Background: an optimization exercise with open tools, aiming at small area and a short achievable clock period. Do not read the settings as production practice. At most, simulation tests tie the RTL to the original design; equivalence was not proved. Function not checked in run 3: the RTL went through the layout flow alone. No activity file was given, so power comes from the tool's default toggle rates.

<file path="design.v">
`timescale 1ns / 1ps
module quant_pre(
    input             clk,
    input             rst,
    input      [31:0] i_max,
    input      [31:0] i_activation,
    output reg [24:0] o_a,      
    output reg [22:0] o_nm,     
    output reg [2:0]  o_sh,     
    output reg        o_big,    
    output reg        o_eq      
);
    wire [7:0] em = i_max[30:23];
    wire [7:0] ea = i_activation[30:23];
    wire [7:0] d  = em - ea;
    wire big  = ea > em;
    wire zero = ea < (em - 8'd8);
    wire eq   = (ea == em);
    always @(posedge clk) begin
        begin
            o_nm  <= ~i_max[22:0];
            o_big <= big;
            o_eq  <= eq & ~zero;
            o_sh  <= eq ? 3'd0 : (d[2:0] - 3'd1);
            if (zero & ~big)
                o_a <= 25'd0;
            else if (eq)
                o_a <= {1'b1, i_activation[22:0], 1'b0};
            else
                o_a <= {2'b01, i_activation[22:0]};
        end
    end
endmodule
`timescale 1ns / 1ps
module quant_divider (
    input  [24:0] i_v,
    input  [22:0] i_nm,       
    output        o_bit,
    output [23:0] o_rem
);
    localparam N = 24;
    localparam L = 5;
    wire [N-1:0] a = i_v[N-1:0];
    wire [N-1:0] b = {1'b0, i_nm};
    wire [N-1:0] g = a & b;
    wire [N-1:0] p = a ^ b;
    wire [N-1:0] G [0:2*L-1];
    wire [N-1:0] P [0:2*L-1];
    assign G[0] = {g[N-1:1], a[0] | b[0]};
    assign P[0] = {p[N-1:1], 1'b0};
    genvar l, i;
    generate
        for (l = 0; l < L; l = l + 1) begin : g_up
            for (i = 0; i < N; i = i + 1) begin : g_bit
                if (((i + 1) % (2 << l)) == 0) begin : m
                    assign G[l+1][i] = G[l][i] | (P[l][i] & G[l][i - (1 << l)]);
                    assign P[l+1][i] = P[l][i] & P[l][i - (1 << l)];
                end else begin : k
                    assign G[l+1][i] = G[l][i];
                    assign P[l+1][i] = P[l][i];
                end
            end
        end
        for (l = L - 2; l >= 0; l = l - 1) begin : g_dn
            for (i = 0; i < N; i = i + 1) begin : g_bit
                if (((i + 1) % (2 << l)) == (1 << l) && i > (1 << l)) begin : m
                    assign G[2*L-1-l][i] = G[2*L-2-l][i] | (P[2*L-2-l][i] & G[2*L-2-l][i - (1 << l)]);
                    assign P[2*L-1-l][i] = P[2*L-2-l][i] & P[2*L-2-l][i - (1 << l)];
                end else begin : k
                    assign G[2*L-1-l][i] = G[2*L-2-l][i];
                    assign P[2*L-1-l][i] = P[2*L-2-l][i];
                end
            end
        end
    endgenerate
    wire [N-1:0] cy  = G[2*L-1];               
    wire [N-1:0] cin = {cy[N-2:0], 1'b1};      
    assign o_bit = i_v[24] | cy[N-1];
    assign o_rem = a ^ ({N{o_bit}} & (b ^ cin));
endmodule
`timescale 1ns / 1ps
module quantizer(
    input         clk,
    input         rst,
    input  [31:0] i_max,
    input  [31:0] i_activation,
    output [7:0]  o_index
);
    wire [24:0] a0;
    wire [22:0] mm0;
    wire [2:0]  sh0;
    wire        big0, eq0;
    quant_pre u_quant_pre(
        .clk(clk), .rst(rst), .i_max(i_max), .i_activation(i_activation),
        .o_a(a0), .o_nm(mm0), .o_sh(sh0), .o_big(big0), .o_eq(eq0)
    );
    wire        c1;
    wire [23:0] rem1;
    quant_divider u_step1(.i_v(a0), .i_nm(mm0), .o_bit(c1), .o_rem(rem1));
    wire sat1 = big0 | (eq0 & (a0[23:1] >= ~mm0));
    wire [23:0] rem [1:8];
    wire [22:0] mm  [1:8];
    wire [2:0]  sh  [1:8];
    wire        sat [1:8];
    wire [7:0]  q   [1:8];    
    assign rem[1] = rem1;
    assign mm[1]  = mm0;
    assign sh[1]  = sh0;
    assign sat[1] = sat1;
    assign q[1]   = {7'd0, c1};
    genvar k;
    generate
        for (k = 2; k <= 8; k = k + 1) begin : g_stage
            reg [23:0] r_rem;
            reg [22:0] r_mm;
            reg [2:0]  r_sh;
            reg        r_sat;
            reg [6:0]  r_q;
            always @(posedge clk) begin
                begin
                    r_rem <= rem[k-1];
                    r_mm  <= mm[k-1];
                    r_sh  <= sh[k-1];
                    r_sat <= sat[k-1];
                    r_q   <= q[k-1][6:0];
                end
            end
            wire        c;
            wire [23:0] nrem;
            quant_divider u_step(.i_v({r_rem, 1'b0}), .i_nm(r_mm), .o_bit(c), .o_rem(nrem));
            assign rem[k] = nrem;
            assign mm[k]  = r_mm;
            assign sh[k]  = r_sh;
            assign sat[k] = r_sat;
            assign q[k]   = {r_q, c};
        end
    endgenerate
    wire [7:0] idx = sat[8] ? 8'hff : (q[8] >> sh[8]);
    reg [3:0] r_cnt;
    reg [7:0] r_index;
    always @(posedge clk or posedge rst) begin
        if (rst) begin
            r_cnt   <= 4'd0;
            r_index <= 8'd0;
        end else begin
            if (!r_cnt[3])
                r_cnt <= r_cnt + 4'd1;
            r_index <= idx & {8{r_cnt[3]}};
        end
    end
    assign o_index = r_index;
endmodule
</file>
<file path="flow/run.sh">
#!/bin/bash
# The standard ORFS layout, run whole; the only change is the cell used
# for the input and output port buffers (a plain buffer instead of the
# delay buffer the resizer picks by default).
set -euo pipefail
export BUFFER_PORTS_ARGS="-buffer_cell sky130_fd_sc_hd__buf_2"
bash standard.sh > standard.log 2>&1
</file>
<file path="standard.sh">
#!/bin/bash
# synth_recipe.tcl (not shown) runs the flow's synth.tcl, then flattens the netlist and writes it again
# the make line also repeats each setting of config.mk as NAME=value (left out here)
make -C /OpenROAD-flow-scripts/flow DESIGN_CONFIG=/design/flow/config.mk WORK_HOME=/design/flow/orfs CLKGATE_MAP_FILE= SYNTH_SCRIPT=/design/flow/synth_recipe.tcl "${@:-finish}"
</file>
<file path="config.mk">
export PLATFORM = sky130hd
export DESIGN_NAME = quantizer
export DESIGN_NICKNAME = quantizer
export VERILOG_FILES = /design/flow/design.v
export SDC_FILE = /design/flow/constraint.sdc
export NUM_CORES = 4
export LEC_CHECK = 0
export CAP_MARGIN = 20
export CORE_MARGIN = 2
export CORE_UTILIZATION = 60
export CTS_CLUSTER_DIAMETER = 100
export CTS_CLUSTER_SIZE = 30
export SETUP_SLACK_MARGIN = 2.2
export SLEW_MARGIN = 20
</file>
<file path="constraint.sdc">
create_clock -name core_clock -period 5.0 [get_ports {clk}]
set_input_delay 1.0000 -clock core_clock [delete_from_list [all_inputs] [get_ports {clk}]]
set_output_delay 1.0000 -clock core_clock [all_outputs]
set_load 0.01 [all_outputs]
</file>
==> key figures, run 1 <==
Global route
  – Pin count of the biggest net entering global routing: 32
  – Vias in the first global route: approximately 13000
  – Congestion Overflow GR: 0
  – Antenna violations before repair: 0
  – Global-route wire length before repair: about 55 mm
  – All-Layer GR Usage: 0.192

Clocking
  – CTS Buf Count: 18
  – Worst-path clk slew: ~0.10 ns
  – H-tree Lvls: 1
  – Clock Latency Late Sink: 0.53 ns
  – Clock Path Buffers: 3
  – CTS tree: built
  – Root buf cell: clkbuf_16
  – Number of clock sinks: 450
  – # hold bufs at CTS: 0

Die
  – Initial core utilization: 0.609
  – Die Span X: between 150 and 200 um
  – Core area: ~0.032 mm2
  – Num ports: 74
  – Die height: around 190 um
  – Row cnt: 66
  – DIE AREA: 0.0344 mm2

Place
  – DPL Wire Length: around 25 mm
  – Pre-CTS setup slack: 1.65 ns
  – Global placement routability congestion: 0.886
  – IO Port Bufs: 71

Routing
  – Remaining DRCs: 0
  – Via density per instance: about 5.2
  – Drt wl/cell: 13.1 um
  – Via count: between 10000 and 15000
  – Iter 0 DRT Violations: 425
  – Drt total wl: 32.5 mm
  – Detail Route Antenna Nets: 0
  – Detailed Routing Iterations Pass 1: 5

Critical path
  – CP startpoint kind: register
  – Kind of critical path: register to register
  – Arrival time of the worst setup path: 3.12 ns
  – WP data required: 5.42 ns
  – CP Capture Type: register
  – Slowest CP cell: dfxtp_1
  – R2R Path End: g_stage[2].r_rem[22]
  – CP bufs+invs: 1
  – FF-to-FF Start: u_quant_pre.o_nm[10]
  – Largest delay share family, worst path: compound AO/OA/AOI/OAI gates
  – Worst Path Max Fanout: 12
  – Cell Chain, Critical Path: ha_1 > and4_1 > and2_4 > nand4_1 > a31oi_2 > o41a_1 > nand2_2 > o21bai_4 > buf_8 > o21ai_0 > xnor2_1
  – Path depth of the worst reg2reg path: 11
  – Worst reg2reg setup slack: ~2.3 ns
  – Largest stage delay on the critical path: ~0.37 ns
  – CP startpoint: u_quant_pre.o_nm[10]

Timing
  – Max Slew Vio Count: 0
  – Slew margin rel.: 0.316
  – Worst Skew: 0.0149 ns
  – Setup ws final: roughly 2.3 ns
  – Slew @ Worst Pin: a little over 1 ns
  – Final hold slack: around 0.33 ns
  – RSZ-0062 raised after global routing: true
  – Final Cycle Share: 0.540
  – Final hold vios: 0
  – Final setup fails: 0
  – Final TNS setup: 0 ns
  – Tmin final: roughly 2.7 ns
  – Fmax: 0.371 GHz

Hold path
  – Worst hold start: g_stage[7].r_q[3]
  – Hold endpoint: g_stage[8].r_q[4]
  – HP Class: register to register
  – Hold depth: 0

Final layout
  – Ant. Diodes: 0
  – Final Net Count: 2329
  – Layout cell share with drive strength beyond 1: 0.107
  – Area Overhead vs Synth: 9.53%

Yosys
  – Syn Inst Count: 1947
  – Syn avg cell area: between 10 and 15 um2
  – Synth async-reset ratio: 0.0267
  – Area leader, netlist: dfxtp_1
  – Post-synth EDFFs: 0
  – Library cells used by synthesis: 73
  – Sequential fraction of the synthesis area: 0.459
  – Synth cell count leaders: dfxtp_1 (438), nand2_1 (229), xnor2_1 (223)
  – Ys flop type: dfxtp_1
  – Synth top area share: 0.444
  – Post-Syn Nets: between 2000 and 2500
  – Synthesized cell area: around 0.020 mm2
  – Largest cells by area after synthesis: dfxtp_1 (44%), ha_1 (14%), xnor2_1 (9.9%), nand2_1 (4.4%), a21oi_1 (3.8%)
  – Yosys reg bits: 450
  – Cell with the most instances after synthesis: dfxtp_1
  – Warnings, synthesis: 3

Power
  – PwrDens: between 500 and 600 mW/mm2
  – Tot Pwr: 12.4 mW
  – VDD IR-drop max: 301 uV
  – Leakage: 9.64 nW

Flow run
  – Max cap viols: 0

Outcome
  – Status: finished clean
worst register-to-register path, cell delays in order (launching register included):
cell and delay, ns:
dfxtp_1 0.37, ha_1 0.34, and4_1 0.26, and2_4 0.18
nand4_1 0.18, a31oi_2 0.28, o41a_1 0.22, nand2_2 0.12
o21bai_4 0.24, buf_8 0.18, o21ai_0 0.12, xnor2_1 0.13
placed cells by master, fill, tap and decap left out, drive strengths merged, types with 14 or more instances in the layout:
cell type / instances
xnor2: 223
nor2: 57
dfxtp: 438
a21o: 58
nand3: 33
nand4: 27
o31ai: 14
ha: 215
xor2: 77
o21bai: 22
nand2b: 14
nand2: 247
nor2b: 24
inv: 83
buf: 104
a21oi: 152
clkbuf: 21
o21ai: 60
worst max path at each step:
stage | slack, ns | endpoint | cells after the start
final | 2.30 | g_stage[2].r_rem[22] | 11
after global routing | 2.16 | g_stage[5].r_rem[2] | 11
after CTS | 2.20 | g_stage[5].r_rem[2] | 11
after detailed placement | 1.65 | g_stage[5].r_rem[18] | 10
after global placement | 1.66 | r_index[0] | 8
after floorplan | 2.05 | u_quant_pre.o_a[10] | 11
state kept, by name, indices dropped and copies added (netlist names):
register and flops:
r_index 8, u_quant_pre.o_big 1, u_quant_pre.o_nm 23, g_stage.r_q 28, g_stage.r_rem 168, g_stage.r_sh 21
g_stage.r_sat 7, u_quant_pre.o_eq 1, g_stage.r_mm 161, u_quant_pre.o_a 25, r_cnt 4, u_quant_pre.o_sh 3
kinds of logic (layout without fill, tap and decap cells):
group | after synthesis | after routing | synth area share
buffers and inverters | 110 | 208 | 0.0228
DFF | 450 | 450 | 0.459
muxes | 11 | 11 | 0.00633
xor gates and xnor gates | 300 | 300 | 0.133
adders and majority gates | 216 | 216 | 0.137
AOI/OAI and AO/OA | 386 | 389 | 0.128
and+or+nand+nor | 474 | 474 | 0.114
timing repair:
action,4_1_cts,5_1_grt
cloned,3,1
buffers inserted,10,14
setup endpoints to repair,92,112
resized for setup,21,23
pin swaps,7,12
routing by layer:
metal  wire [um]  global-route usage  share of wire
met5           0                   0              0
met1       14400               0.220           0.44
met4         555              0.0483          0.017
met2       16700               0.372           0.51
met3         952              0.0247          0.029
power breakdown:
part / switching, mW / leakage [nW] / total [mW] / internal [mW]
combinational: 2.81 / 5.58 / 5.53 / 2.72
clock: 0.969 / 0.237 / 1.66 / 0.691
sequential: 0.628 / 3.83 / 5.19 / 4.56
area by class of cell:
| class | count | area (um2) |
|---|---|---|
| clock buffers | 21 | 483 |
| fillers | 2658 | 10800 |
| inverters | 83 | 317 |
| multi-input cells | 1390 | 10500 |
| flip-flops and latches | 450 | 9070 |
| well taps | 442 | 553 |
| repair buffers | 104 | 676 |
through the flow:
step,instances,area (um2),util
floorplan,1947,19900,-
detailed placement,2441,20700,0.637
global route,2490,21600,0.667
global placement,2441,20700,0.637
CTS,2475,21400,0.661
finish,2490,21600,0.667
==> run 2: changes to the inputs <==
--- a/config.mk
+++ b/config.mk
@@ -8,7 +8,7 @@
 export CAP_MARGIN = 20
 export CORE_MARGIN = 2
 export CORE_UTILIZATION = 60
-export CTS_CLUSTER_DIAMETER = 100
-export CTS_CLUSTER_SIZE = 30
-export SETUP_SLACK_MARGIN = 2.2
+export CTS_CLUSTER_DIAMETER = 120
+export CTS_CLUSTER_SIZE = 36
+export SETUP_SLACK_MARGIN = 2.0
 export SLEW_MARGIN = 20
==> run 2 against run 1 <==
Effect of this change: flip-flop and latch count did not move; sequential share of layout area rose by 0.63 points; non-clock buffer count fell by 16; core utilization fell by 1.0 points; final area fell by 1.5%.
==> key figures, run 2 <==
Timing
  – Worst Skew: about 0.019 ns
  – Final setup fails: 0
  – Tmin final: ~2.9 ns
  – Setup ws final: 2.12 ns
  – Final hold vios: 0
  – Final Cycle Share: 0.577
  – Final TNS setup: 0 ns
  – Slew margin rel.: 0.275
  – Max Slew Vio Count: 0
  – Slew @ Worst Pin: between 1 and 1.5 ns
  – RSZ-0062 raised after global routing: false
  – Fmax: roughly 0.35 GHz

Flow run
  – Max cap viols: 0

Routing
  – Remaining DRCs: 0
  – Detail Route Antenna Nets: 0
  – Via count: about 13000
  – Drt wl/cell: about 13 um
  – Iter 0 DRT Violations: 522
  – Detailed Routing Iterations Pass 1: 6
  – Via density per instance: 5.17
  – Drt total wl: roughly 33 mm

Critical path
  – Arrival time of the worst setup path: 3.30 ns
  – CP Capture Point: g_stage[2].r_rem[16]
  – FF-to-FF Start: u_quant_pre.o_nm[9]
  – R2R Path End: g_stage[2].r_rem[16]
  – Path depth of the worst reg2reg path: 11
  – CP Capture Type: register
  – Worst Path Max Fanout: 11
  – Kind of critical path: register to register
  – WP data required: ~5.4 ns
  – CP startpoint: u_quant_pre.o_nm[9]
  – Worst reg2reg setup slack: 2.12 ns
  – CP startpoint kind: register

Yosys
  – Synth cell count leaders: dfxtp_1 (438), nand2_1 (229), xnor2_1 (223)
  – Warnings, synthesis: 3
  – Post-Syn Nets: 2229
  – Library cells used by synthesis: 73
  – Cell with the most instances after synthesis: dfxtp_1
  – Syn Inst Count: 1947
  – Yosys reg bits: between 400 and 500
  – Synth async-reset ratio: 0.0267
  – Synthesized cell area: between 0.015 and 0.02 mm2
  – Largest cells by area after synthesis: dfxtp_1 (44%), ha_1 (14%), xnor2_1 (9.9%), nand2_1 (4.4%), a21oi_1 (3.8%)
  – Synth top area share: 0.444
  – Syn avg cell area: slightly above 10 um2
  – Ys flop type: dfxtp_1
  – Sequential fraction of the synthesis area: 0.459
  – Post-synth EDFFs: 0
  – Area leader, netlist: dfxtp_1

Clocking
  – H-tree Lvls: 1
  – Clock Path Buffers: 3
  – CTS Buf Count: 16
  – Clock Latency Late Sink: roughly 0.53 ns
  – Number of clock sinks: between 400 and 500
  – Worst-path clk slew: approximately 0.11 ns
  – CTS tree: built
  – Root buf cell: clkbuf_16
  – # hold bufs at CTS: 0

Power
  – Clock Power Share: 0.133
  – Combinational power share: 0.440
  – Tot Pwr: ~12 mW
  – Sw Ratio: 0.361
  – VDD IR-drop max: 240 uV
  – Leakage: between 9 and 10 nW
  – Internal Pwr Total: a little under 8 mW
  – Sequential share of power: 0.427
  – Switch Pwr: about 4.4 mW
  – PwrDens: ~570 mW/mm2

Global route
  – Pin count of the biggest net entering global routing: 38
  – Antenna violations before repair: 0
  – Vias in the first global route: 12400
  – Global-route wire length before repair: approximately 56 mm
  – Congestion Overflow GR: 0
  – All-Layer GR Usage: 0.193

Die
  – DIE AREA: about 0.034 mm2
  – Initial core utilization: 0.609
  – Num ports: between 70 and 80
  – Row cnt: 66
  – Die height: around 190 um
  – Die Span X: around 190 um
  – Core area: roughly 0.032 mm2

Final layout
  – Util after Layout: 0.656
  – Area Overhead vs Synth: 7.85%
  – Register Area: 0.00907 mm2
  – Commonest non-fill, non-tap cell in the layout: dfxtp_1
  – Biggest register: g_stage.r_rem
  – Final Net Count: ~2300
  – Largest register FFs: 168
  – Commonest non-fill, non-tap cells in the layout: dfxtp_1 (438), nand2_1 (228), xnor2_1 (223)
  – Area of the multi-input gates: 0.0104 mm2
  – # fillers: 2616
  – Layout cell share with drive strength beyond 1: 0.0847
  – Ant. Diodes: 0
  – Biggest regs: g_stage.r_rem: 168 flops, g_stage.r_mm: 161 flops, g_stage.r_q: 28 flops
  – Layout Cells excl Fill: between 2000 and 2500

Place
  – Global placement routability congestion: approximately 0.89
  – Placed cells: 2440
  – Pre-CTS setup slack: about 1.7 ns
  – DPL Wire Length: about 25 mm
  – IO Port Bufs: 71

Outcome
  – Status: finished clean

Hold path
  – HP Class: register to register
==> run 2: cell type report <==
type	count	area share
multi-input cells	1390	0.489
flip-flops and latches	450	0.426
well taps	442	0.0260
repair buffers	88	0.0236
clock buffers	19	0.0203
inverters	83	0.0146
clock inverters	1	0.000940
==> run 2: timing repair <==
| action | in CTS | in global routing |
|---|---|---|
| endpoints found under the setup margin | 47 | 89 |
| resized for setup | 7 | 17 |
| buffers inserted | 2 | 7 |
| cloned | 3 | 1 |
| pin swaps | 3 | 6 |
==> run 2: metal layers <==
metal / routed length [um] / global-route usage / vias up
met4: 941 / 0.0663 / 0
met2: 16500 / 0.365 / 164
li1: - / - / 6851
met1: 14300 / 0.224 / 5735
met5: 0 / 0 / -
met3: 911 / 0.0231 / 43
==> run 2: power by group through the flow <==
| stage | registers [mW] | clock network, mW | logic, mW |
|---|---|---|---|
| after floorplan | 5.10 | 0 | 4.29 |
| after global placement | 5.26 | 0 | 4.93 |
| after detailed placement | 5.28 | 0 | 5.09 |
| after CTS | 5.20 | 1.68 | 5.27 |
| after global routing | 5.30 | 1.81 | 6.06 |
| final | 5.19 | 1.62 | 5.35 |
==> run 2: cell families (layout without fill, tap and decap cells) <==
group / Yosys count / count (layout) / synth area share
and+or+nand+nor: 474 / 474 / 0.114
muxes: 11 / 11 / 0.00633
adders and majority gates: 216 / 216 / 0.137
DFF: 450 / 450 / 0.459
xor gates and xnor gates: 300 / 300 / 0.133
AOI/OAI and AO/OA: 386 / 389 / 0.128
buffers and inverters: 110 / 191 / 0.0228
==> run 2: worst min path at each step <==
| stage | from | to | slack [ns] | cells past startpoint |
|---|---|---|---|---|
| 6_report | g_stage[2].r_sh[0] | g_stage[3].r_sh[0] | 0.32 | 0 |
| 5_1_grt | g_stage[3].r_q[1] | g_stage[4].r_q[2] | 0.33 | 0 |
| 3_3_place_gp | g_stage[6].r_q[1] | g_stage[7].r_q[2] | 0.31 | 0 |
| 3_5_place_dp | g_stage[2].r_q | g_stage[3].r_q[1] | 0.31 | 0 |
| 2_1_floorplan | u_quant_pre.o_sh[0] | g_stage[2].r_sh[0] | 0.31 | 0 |
| 4_1_cts | g_stage[3].r_q[1] | g_stage[4].r_q[2] | 0.33 | 0 |
==> run 2: through the flow <==
| step | hold slack [ns] | instance area (um2) |
|---|---|---|
| 2_1_floorplan | 0.310 | 19800 |
| 3_3_place_gp | 0.311 | 20600 |
| 3_5_place_dp | 0.312 | 20600 |
| 4_1_cts | 0.326 | 21100 |
| 5_1_grt | 0.326 | 21300 |
| 6_report | 0.325 | 21300 |
==> run 2: worst max-delay path, cell delays in order (launching register included) <==
cell and delay (ns):
dfxtp_1 0.38, ha_1 0.35, and4_1 0.25, and2_1 0.23, nand4_1 0.23, a31oi_2 0.29, o41a_1 0.25, nand2_2 0.13
o21bai_4 0.20, clkbuf_4 0.26, nand2_1 0.08, xnor2_1 0.12
==> run 3: changes to the inputs <==
--- a/design.v
+++ b/design.v
@@ -43,11 +43,11 @@
     wire [N-1:0] a = i_v[N-1:0];
     wire [N-1:0] b = {1'b0, i_nm};
     wire [N-1:0] g = a & b;
-    wire [N-1:0] p = a ^ b;
+    wire [N-1:0] t = a | b;
     wire [N-1:0] G [0:2*L-1];
     wire [N-1:0] P [0:2*L-1];
-    assign G[0] = {g[N-1:1], a[0] | b[0]};
-    assign P[0] = {p[N-1:1], 1'b0};
+    assign G[0] = {g[N-1:1], t[0]};
+    assign P[0] = {t[N-2:0], 1'b0};
     genvar l, i;
     generate
         for (l = 0; l < L; l = l + 1) begin : g_up
@@ -73,7 +73,7 @@
             end
         end
     endgenerate
-    wire [N-1:0] cy  = G[2*L-1];               
+    wire [N-1:0] cy  = t & G[2*L-1];           
     wire [N-1:0] cin = {cy[N-2:0], 1'b1};      
     assign o_bit = i_v[24] | cy[N-1];
     assign o_rem = a ^ ({N{o_bit}} & (b ^ cin));
--- a/config.mk
+++ b/config.mk
@@ -8,7 +8,7 @@
 export CAP_MARGIN = 20
 export CORE_MARGIN = 2
 export CORE_UTILIZATION = 60
-export CTS_CLUSTER_DIAMETER = 120
-export CTS_CLUSTER_SIZE = 36
+export CTS_CLUSTER_DIAMETER = 100
+export CTS_CLUSTER_SIZE = 30
 export SETUP_SLACK_MARGIN = 2.0
 export SLEW_MARGIN = 20
==> run 3 against run 2 <==
Effect of this change: cell count decreased by 1.8%; routed wire length grew 4.6%; synthesized area fell by 9.0%; largest cell class unchanged; largest power group unchanged; clock power about the same; final area grew 8.5%; clock skew down 0.010 ns; non-clock buffer count grew 172; power grew 19%; die area is 8.8% lower; flip-flop and latch count did not move.
==> key figures, run 3 <==
Outcome
  – Status: finished clean

Place
  – DPL Wire Length: 19.9 mm
  – Placed cells: around 2200
  – Global placement routability congestion: 0.838
  – IO Port Bufs: slightly above 70

Clocking
  – # hold bufs at CTS: 0
  – Worst-path clk slew: approximately 0.1 ns
  – CTS tree: built
  – Clock Latency Late Sink: 0.52 ns
  – CTS Buf Count: 18
  – Root buf cell: clkbuf_16
  – Number of clock sinks: between 400 and 500
  – Clock Path Buffers: 3
  – H-tree Lvls: 1

Timing
  – Fmax: between 0.2 and 0.3 GHz
  – Final Cycle Share: 0.701
  – Final TNS setup: 0 ns
  – RSZ-0062 raised after global routing: true
  – Slew @ Worst Pin: just over 0.6 ns
  – Final hold vios: 0
  – Final setup fails: 0
  – Worst Skew: around 0.009 ns
  – Tmin final: approximately 3.5 ns
  – Max Slew Vio Count: 0
  – Slew margin rel.: 0.592

Hold path
  – HP Class: register to register
  – Hold depth: 0
  – Hold endpoint: g_stage[5].r_q[1]
  – Worst hold start: g_stage[4].r_q[0]

Critical path
  – Arrival time of the worst setup path: ~3.9 ns
  – CP startpoint kind: register
  – CP bufs+invs: 8
  – CP Capture Type: register
  – Largest delay share family, worst path: compound AO/OA/AOI/OAI gates
  – Largest stage delay on the critical path: about 0.36 ns
  – FF-to-FF Start: g_stage[4].r_mm[0]
  – Kind of critical path: register to register
  – Slowest CP cell: dfxtp_4
  – R2R Path End: g_stage[5].r_rem[21]
  – Most used cell, CP: buf_6
  – WP data required: approximately 5.4 ns
  – Path depth of the worst reg2reg path: 19
  – Worst Path Max Fanout: 3
  – Crit path depth: 19
  – Cell Chain, Critical Path: maj3_2 > a211o_1 > a211oi_2 > o211ai_1 > o2bb2ai_2 > nor3b_4 > o31ai_4 > buf_4 > buf_4 > buf_4 > buf_6 > buf_6 > buf_6 > buf_6 > buf_6 > nand2_4 > xnor2_2 > nor2_2 > xor2_1
  – Worst reg2reg setup slack: around 1.5 ns

Die
  – DIE AREA: roughly 0.031 mm2
  – Die height: approximately 180 um
  – Core area: 0.0296 mm2
  – Die Span X: ~180 um
  – Row cnt: 63
  – Num ports: 74
  – Initial core utilization: 0.608

Yosys
  – Syn avg cell area: approximately 10 um2
  – Post-Syn Nets: approximately 1900
  – Synthesized cell area: 0.0180 mm2
  – Largest cells by area after synthesis: dfxtp_1 (49%), xor2_1 (7.7%), xnor2_1 (7.2%), nor2_1 (5.5%), maj3_1 (5.2%)
  – Post-synth EDFFs: 0
  – Yosys reg bits: 450
  – Area leader, netlist: dfxtp_1
  – Warnings, synthesis: 3
  – Ys flop type: dfxtp_1
  – Synth cell count leaders: dfxtp_1 (438), nor2_1 (264), xor2_1 (158)
  – Cell with the most instances after synthesis: dfxtp_1
  – Syn Inst Count: between 1500 and 2000
  – Synth top area share: 0.488
  – Synth async-reset ratio: 0.0267
  – Library cells used by synthesis: 64
  – Sequential fraction of the synthesis area: 0.504

Final layout
  – Layout Cells excl Fill: 2429
  – Largest register FFs: around 170
  – Area Overhead vs Synth: 28.6%
  – Util after Layout: 0.782
  – Final Net Count: 2145
  – Ant. Diodes: 0
  – Biggest register: g_stage.r_rem
  – Layout cell share with drive strength beyond 1: 0.313
  – Commonest non-fill, non-tap cells in the layout: dfxtp_1 (384), xor2_1 (153), nor2_1 (137)
  – Commonest non-fill, non-tap cell in the layout: dfxtp_1
  – Biggest regs: g_stage.r_rem: 168 flops, g_stage.r_mm: 161 flops, g_stage.r_q: 28 flops

Power
  – PwrDens: roughly 630 mW/mm2
  – VDD IR-drop max: roughly 280 uV
  – Leakage: roughly 9.5 nW
  – Tot Pwr: ~14 mW

Global route
  – Pin count of the biggest net entering global routing: 32
  – All-Layer GR Usage: 0.209
  – Vias in the first global route: approximately 12000
  – Antenna violations before repair: 0
  – Congestion Overflow GR: 0
  – Global-route wire length before repair: roughly 55 mm

Routing
  – Via count: between 10000 and 15000
  – Drt total wl: about 34 mm
  – Detailed Routing Iterations Pass 1: 4
  – Via density per instance: 5.24
  – Iter 0 DRT Violations: between 300 and 400
  – Drt wl/cell: 14.0 um
  – Detail Route Antenna Nets: 0
  – Remaining DRCs: 0

Flow run
  – Max cap viols: 0
-- run 3: cell types whose count changed in the layout (fill, tap and decap cells not counted), sizes merged, moves of 26 or more --
cell,change
a31oi,+30
nand3,-26
ha,-176
maj3,+101
xnor2,-75
xor2,+81
a21oi,-66
a21o,-47
nor2,+207
inv,-31
nand2,-186
buf,+173
-- run 3: worst max-delay path by stage --
stage,to,start
6_report,g_stage[5].r_rem[21],g_stage[4].r_mm[0]
5_1_grt,g_stage[5].r_rem[21],g_stage[4].r_mm[0]
4_1_cts,g_stage[8].r_rem[15],g_stage[7].r_rem[0]
3_5_place_dp,g_stage[2].r_rem[21],u_quant_pre.o_a[0]
3_3_place_gp,g_stage[2].r_rem[20],u_quant_pre.o_a[0]
2_1_floorplan,g_stage[8].r_rem[15],g_stage[7].r_mm[0]
-- run 3: through the flow --
step / instance area (um2) / worst slack (ns) / hold slack, ns
floorplan: 18400 / 1.64 / 0.310
finish: 23100 / 1.49 / 0.331
CTS: 22100 / 1.59 / 0.333
detailed placement: 19100 / 1.23 / 0.312
global route: 23100 / 1.39 / 0.344
global placement: 19100 / 1.27 / 0.311
-- run 3: routing by layer --
metal  global-route usage  wire, um  share of wire
met5                    0         0              0
met4               0.0616       939          0.028
met3               0.0217       758          0.022
met2                0.418     18400           0.54
met1                0.228     14100           0.41
-- run 3: where the power goes --
| part | switching, mW | internal [mW] | total, mW | leakage [nW] |
|---|---|---|---|---|
| logic | 3.41 | 3.89 | 7.29 | 5.45 |
| registers | 0.949 | 4.60 | 5.55 | 3.84 |
| clock network | 0.962 | 0.687 | 1.65 | 0.235 |
| total | 5.32 | 9.17 | 14.5 | 9.52 |
-- run 3: area by class of cell --
type	count	area (um2)
tap	390	488
clock buffer	20	479
sequential	450	9170
timing repair buffer	260	2330
multi-input combinational	1256	10400
fill	1932	6440
inverter	53	206
-- run 3: kinds of logic after synthesis --
family,synth area share
flops,0.504
simple gates,0.107
compound gates,0.133
xor+xnor,0.149
fa+ha+maj,0.0851
buf+inv,0.0167
mux,0.00418
-- run 3: timing repair --
item,4_1_cts,5_1_grt
gates resized for setup,331,158
setup endpoints to repair,173,198
buffers inserted,129,47
cloned,14,0
pin swaps,149,122

-- re-timing with driven ports --
The flow's constraints put no driver on any port. The routed layouts listed below were extracted and timed again, unchanged, in two steps. Step 1 (the two cells are an assumption about what drives the block):
set clk [get_ports {clk}]
set_driving_cell -lib_cell sky130_fd_sc_hd__clkbuf_16 $clk
set_driving_cell -lib_cell sky130_fd_sc_hd__buf_2 [delete_from_list [all_inputs] $clk]
Step 2 moves the port delays by t, midway between the first and last clock arrival at a register: inputs arrive t later, outputs are due t later. That takes back most of the time a late clock gives input paths. Slacks: ideal ports / drivers / drivers and shift; pairs: ideal ports / drivers.
| run | shift t [ns] | setup WS [ns] | hold slack, ns | worst slew at a driven data input, ns |
|---|---|---|---|---|
| run 1 | 0.570 | 2.302 / 2.302 / 1.793 | 0.332 / 0.332 / 0.332 | 0.03 |
| run 2 | 0.577 | 2.115 / 2.115 / 1.729 | 0.325 / 0.325 / 0.325 | 0.04 |
| run 3 | 0.569 | 1.495 / 1.495 / 1.495 | 0.331 / 0.331 / 0.331 | 0.03 |
After both steps every run listed still meets setup and hold. The setup slack of run 1, which loses most, moves by 0.000 ns with the drivers and by -0.509 ns with both steps.
